This design comes from an exercise in tuning for small area on the open sky130 flow, not from production work.
No activity file was given, so power comes from the tool's default toggle rates.

Setup of P:
==> flow/design.v <==
module DigitalClock_12hrFormat(
    input clk,
    input rst,
    input center,
    input right,
    input left,
    input up,
    input down,
    input M_00,
    input M_01,
    input M_02,
    input M_03,
    input M_10,
    input M_11,
    input M_12,
    input H_00,
    input H_01,
    input H_02,
    input H_10,
    input H_11,
    output [6:0] seg,
    output [3:0] an,
    output AMPM_indicator_led,
    output clock_mode_indicator_led,
    output Alarm1,
    output Alarm2,
    output Alarm3,
    output Alarm4,
    output Alarm5,
    input stop
);
    wire act, tgl, s60;
    wire [2:0] mt, dmt;
    wire [3:0] mo, h12, dmo, ho;
    wire pm, ht, dpm, h24;
    reg  x;
    ticks      TK (.clk(clk), .rst(rst), .center(center), .left(left), .right(right),
                   .cm(clock_mode_indicator_led), .act(act), .tgl(tgl), .s60(s60));
    timeofday  TD (.clk(clk), .rst(rst), .act(act), .tgl(tgl), .up(up), .down(down), .s60(s60),
                   .mt(mt), .mo(mo), .pm(pm), .h12(h12), .h24(h24));
    shown      SH (.clk(clk), .rst(rst), .mt(mt), .mo(mo), .pm(pm), .h12(h12), .h24(h24),
                   .dmt(dmt), .dmo(dmo), .dpm(dpm), .ht(ht), .ho(ho));
    scan       SC (.clk(clk), .rst(rst), .dmo(dmo), .dmt(dmt), .ho(ho), .ht(ht), .seg(seg), .an(an));
    wire match = ~H_11 & (H_10 == ht) & ({1'b0, H_02, H_01, H_00} == ho) &
                 ({M_12, M_11, M_10} == dmt) & ({M_03, M_02, M_01, M_00} == dmo);
    always @(posedge clk)
        if (rst) x <= 1'b0;
        else x <= ~stop & (x | match);
    assign AMPM_indicator_led = dpm;
    assign Alarm1 = x;
    assign Alarm2 = x;
    assign Alarm3 = x;
    assign Alarm4 = x;
    assign Alarm5 = x;
endmodule
module ticks(input clk, input rst, input center, input left, input right,
             output reg cm, output act, output reg tgl, output s60);
    localparam [5:0] L49 = 6'b001001;    
    localparam [5:0] S60 = 6'b101000;    
    reg       hi;
    reg [5:0] lo;
    reg [5:0] sec;
    wire wrap_lo  = (lo == L49);
    assign act    = ~cm & (hi | wrap_lo);            
    wire sec_tick = cm & hi & wrap_lo;               
    assign s60    = (sec == S60);
    always @(posedge clk) begin
        if (rst) begin
            cm <= 1'b0; hi <= 1'b0; lo <= 6'd0; sec <= 6'd0; tgl <= 1'b0;
        end else begin
            cm <= cm ^ center;
            hi <= cm & (hi ^ wrap_lo);
            lo <= (wrap_lo | (~cm & hi)) ? 6'd0 : {lo[4:0], ~(lo[5] ^ lo[4])};
            if (s60 | (cm & center & ~sec_tick)) sec <= 6'd0;
            else if (sec_tick) sec <= {sec[4:0], ~(sec[5] ^ sec[4])};
            if (cm & center) tgl <= 1'b0;
            else if (act & (left | right)) tgl <= ~tgl;
        end
    end
endmodule
module timeofday(input clk, input rst, input act, input tgl, input up, input down, input s60,
                 output reg [2:0] mt, output reg [3:0] mo, output reg pm, output reg [3:0] h12,
                 output h24);
    wire m60      = mt[2] & mt[1];
    wire mo9      = mo[3] & mo[0];
    wire mo0      = ~(mo[3] | mo[2] | mo[1] | mo[0]);
    wire mt0      = ~(mt[2] | mt[1] | mt[0]);
    assign h24    = h12[3] & h12[2] & h12[0];
    wire h12is12  = h12[3] & h12[2];
    wire h11      = h12[3] & h12[1] & h12[0];
    wire h1       = ~h12[3] & ~h12[2] & ~h12[1] & h12[0];
    wire h_nz     = pm | ~h12is12;                   
    wire t_nz     = h_nz | ~mo0 | ~mt0;              
    wire mmode = act & ~tgl;
    wire hmode = act & tgl;
    wire m_up  = s60 | (mmode & up & ~(down & t_nz));
    wire m_dn  = mmode & down & t_nz;
    wire h_up  = m60 | (hmode & up & ~(down & h_nz));
    wire h_dn  = (m_dn & mo0 & mt0) | (hmode & down & h_nz);
    wire [3:0] a = mo ^ {4{m_dn}};
    wire cu = m_up & mo9;
    wire cd = m_dn & mo0;
    wire wr = cu | cd;
    wire t0 = m_up | m_dn;
    wire t1 = t0 & a[0];
    wire t2 = t1 & a[1];
    wire t3 = t2 & a[2];
    wire [3:0] tmo = {t3 | wr, t2 & ~wr, t1 & ~wr, t0};
    wire [2:0] b = mt ^ {3{m_dn}};
    wire u1 = wr & b[0];
    wire u2 = u1 & b[1];
    wire [2:0] tmt = {u2, u1 & ~(cd & mt0), wr};
    wire [3:0] c = h12 ^ {4{h_dn}};
    wire sp = (h_up & h12is12) | (h_dn & h1);
    wire v0 = h_up | h_dn;
    wire v1 = v0 & c[0];
    wire v2 = v1 & c[1];
    wire v3 = v2 & c[2];
    wire [3:0] th = {v3 | sp, v2 | sp, v1, v0 & ~(h_up & h11 & pm)};
    wire pm_t = (h_up & h11 & ~pm) | (h_dn & h1 & ~pm) | (h_dn & h12is12 & pm);
    always @(posedge clk) begin
        if (rst | h24) begin pm <= 1'b0; h12 <= 4'd12; end
        else begin pm <= pm ^ pm_t; h12 <= h12 ^ th; end
        if (rst | m60) begin mt <= 3'd0; mo <= 4'd0; end
        else begin mt <= mt ^ tmt; mo <= mo ^ tmo; end
    end
endmodule
module shown(input clk, input rst, input [2:0] mt, input [3:0] mo, input pm, input [3:0] h12,
             input h24, output reg [2:0] dmt, output reg [3:0] dmo, output reg dpm,
             output ht, output [3:0] ho);
    reg [3:0] dh12;     
    always @(posedge clk)
        if (rst) begin dmt <= 3'd0; dmo <= 4'd0; dpm <= 1'b0; dh12 <= 4'd0; end
        else begin
            dmo <= mo;
            dmt <= mt | (h24 ? dmt : 3'd0);
            dpm <= pm;
            dh12 <= h12;
        end
    assign ht = dh12[3] & (dh12[2] | dh12[1]);
    assign ho = {~ht & dh12[3], ~ht & dh12[2], ht ? dh12[2] & ~dh12[0] : dh12[1], dh12[0]};
endmodule
module scan(input clk, input rst, input [3:0] dmo, input [2:0] dmt, input [3:0] ho, input ht,
            output [6:0] seg, output [3:0] an);
    reg [1:0] cnt, dd;
    reg       fr;              
    reg [3:0] mem0, mem2;
    reg [2:0] mem1;
    reg       mem3;
    reg [3:0] segc;            
    always @(posedge clk) begin
        case (dd)
        2'd0: mem0 <= dmo;
        2'd1: mem1 <= dmt;
        2'd2: mem2 <= ho;
        2'd3: mem3 <= ht;
        endcase
        if (rst) begin
            cnt <= 2'd0; dd <= 2'd0; fr <= 1'b1; segc <= 4'd15;
        end else begin
            cnt <= cnt + 2'd1;
            if (cnt == 2'd3) dd <= dd + 2'd1;
            if ((cnt == 2'd3) & (dd == 2'd3)) fr <= 1'b0;
            if (fr & (cnt == 2'd0)) segc <= 4'd15;
            else case (dd)
            2'd0: segc <= mem0;
            2'd1: segc <= {1'b0, mem1};
            2'd2: segc <= mem2;
            2'd3: segc <= {3'b000, mem3};
            endcase
        end
    end
    assign seg[0] = (segc[1] & segc[3]) | (~segc[0] & ~segc[1] & segc[2]) | (segc[0] & ~segc[1] & ~segc[2] & ~segc[3]);
    assign seg[1] = ~((~segc[2]) | (~segc[0] & ~segc[1]) | (segc[0] & segc[1] & ~segc[3]));
    assign seg[2] = (segc[1] & segc[3]) | (~segc[0] & segc[1] & ~segc[2]);
    assign seg[3] = ~((~segc[0] & ~segc[2]) | (segc[1] & ~segc[2]) | (~segc[0] & segc[1]) | (segc[0] & ~segc[1] & segc[2]));
    assign seg[4] = (segc[0]) | (~segc[1] & segc[2]);
    assign seg[5] = (segc[0] & segc[1]) | (segc[1] & ~segc[2]) | (segc[0] & ~segc[2] & ~segc[3]);
    assign seg[6] = (segc[0] & segc[1] & segc[2]) | (~segc[1] & ~segc[2] & ~segc[3]);
    wire       rst_state = (segc == 4'd15) & (cnt == 2'd0) & (dd == 2'd0);
    wire [1:0] dprev = (cnt == 2'd0) ? dd - 2'd1 : dd;
    assign an = rst_state ? 4'b1111 : ~(4'b0001 << dprev);
endmodule
Settings: LEC_CHECK=0, CAP_MARGIN=20, CORE_MARGIN=2, CORE_UTILIZATION=40, PLACE_DENSITY=0.6, SLEW_MARGIN=20; clock period 10.0 ns.
run.sh (not shown) runs the stock make flow with config.mk's settings and CLKGATE_MAP_FILE= SYNTH_SCRIPT=/design/flow/synth_recipe.tcl, a recipe that flattens the netlist after the stock synthesis.
Per the final summary, P finished and its layout is clean on timing, DRC and antenna.
Input changes introduced in Q (baseline for comparison: P):
Settings: an added CTS_CLUSTER_DIAMETER of 500; an added CTS_CLUSTER_SIZE of 64; an added CTS_BUF_LIST of sky130_fd_sc_hd__clkbuf_16.
### Flow results
- [Q vs P] fraction of layout instances using a drive strength above 1: lower in Q
- Sort Q and P by global-route usage, descending, and Q comes first.
- Proportion of total power due to net switching, Q and P: lower on Q
- On maximum frequency, Q tracks P almost exactly.
- When the final numbers for Q and P were put side by side, the met3 layer wire length in the routed design turned out to be smaller in P.
- Going from P to Q, the wire length of the first global-routing pass was found to have gone up by 1.1%.
- Compared with P, in Q overall power consumption now larger; cell area after synthesis held steady.
The inputs of R differ from those of Q as listed below.
Settings: changing CTS_CLUSTER_SIZE from 64 to 40; changing CTS_BUF_LIST from sky130_fd_sc_hd__clkbuf_16 to sky130_fd_sc_hd__clkbuf_4; changing CTS_CLUSTER_DIAMETER from 500 to 200.
### Flow results
R — wire length about 1.2% lower, Q as reference. Setup WNS Q -> R: worse. Compared with Q, in R post-layout minimum cycle time rose 0.087 ns; reported max-cap violation count about even; top-level I/O count about even; clock-pin slew on the worst setup and hold paths rose 0.05 ns. NOTE global-route wire length before repair Q->R decreased slightly. The lower power of R and Q is in R. Total vias in the final route delta for R relative to Q: about 0.3% lower. Compared with Q, in R worst-case clock skew went up; total track usage went down 0.21 points.
Function was not checked in any run of this note: the RTL went through the layout flow alone.

-- port drivers added, routing unchanged --
In the flow no input, the clock included, has a driving cell. The finished layouts below were timed again as built, in two steps. Step 1 sets driving cells, clkbuf_16 on the clock port and buf_2 on the other inputs (assumed; they add their load-dependent delay and slew). Step 2 also shifts input and output timing later by t, the mid clock arrival at the registers, as if the neighbouring blocks saw the same clock. a / b / c = ideal / step 1 / step 2; a / b = the first two.
run	shift t [ns]	setup slack, ns	worst setup path at the end	slew at the worst register clock pin (ns)
P	0.360	5.717 / 5.689 / 5.751	input to register	0.07 / 0.07
Q	0.352	5.711 / 5.681 / 5.753	input to register	0.05 / 0.05
R	0.416	5.623 / 5.596 / 5.762	input to register	0.10 / 0.10
After both steps setup and hold are still met in every run listed.
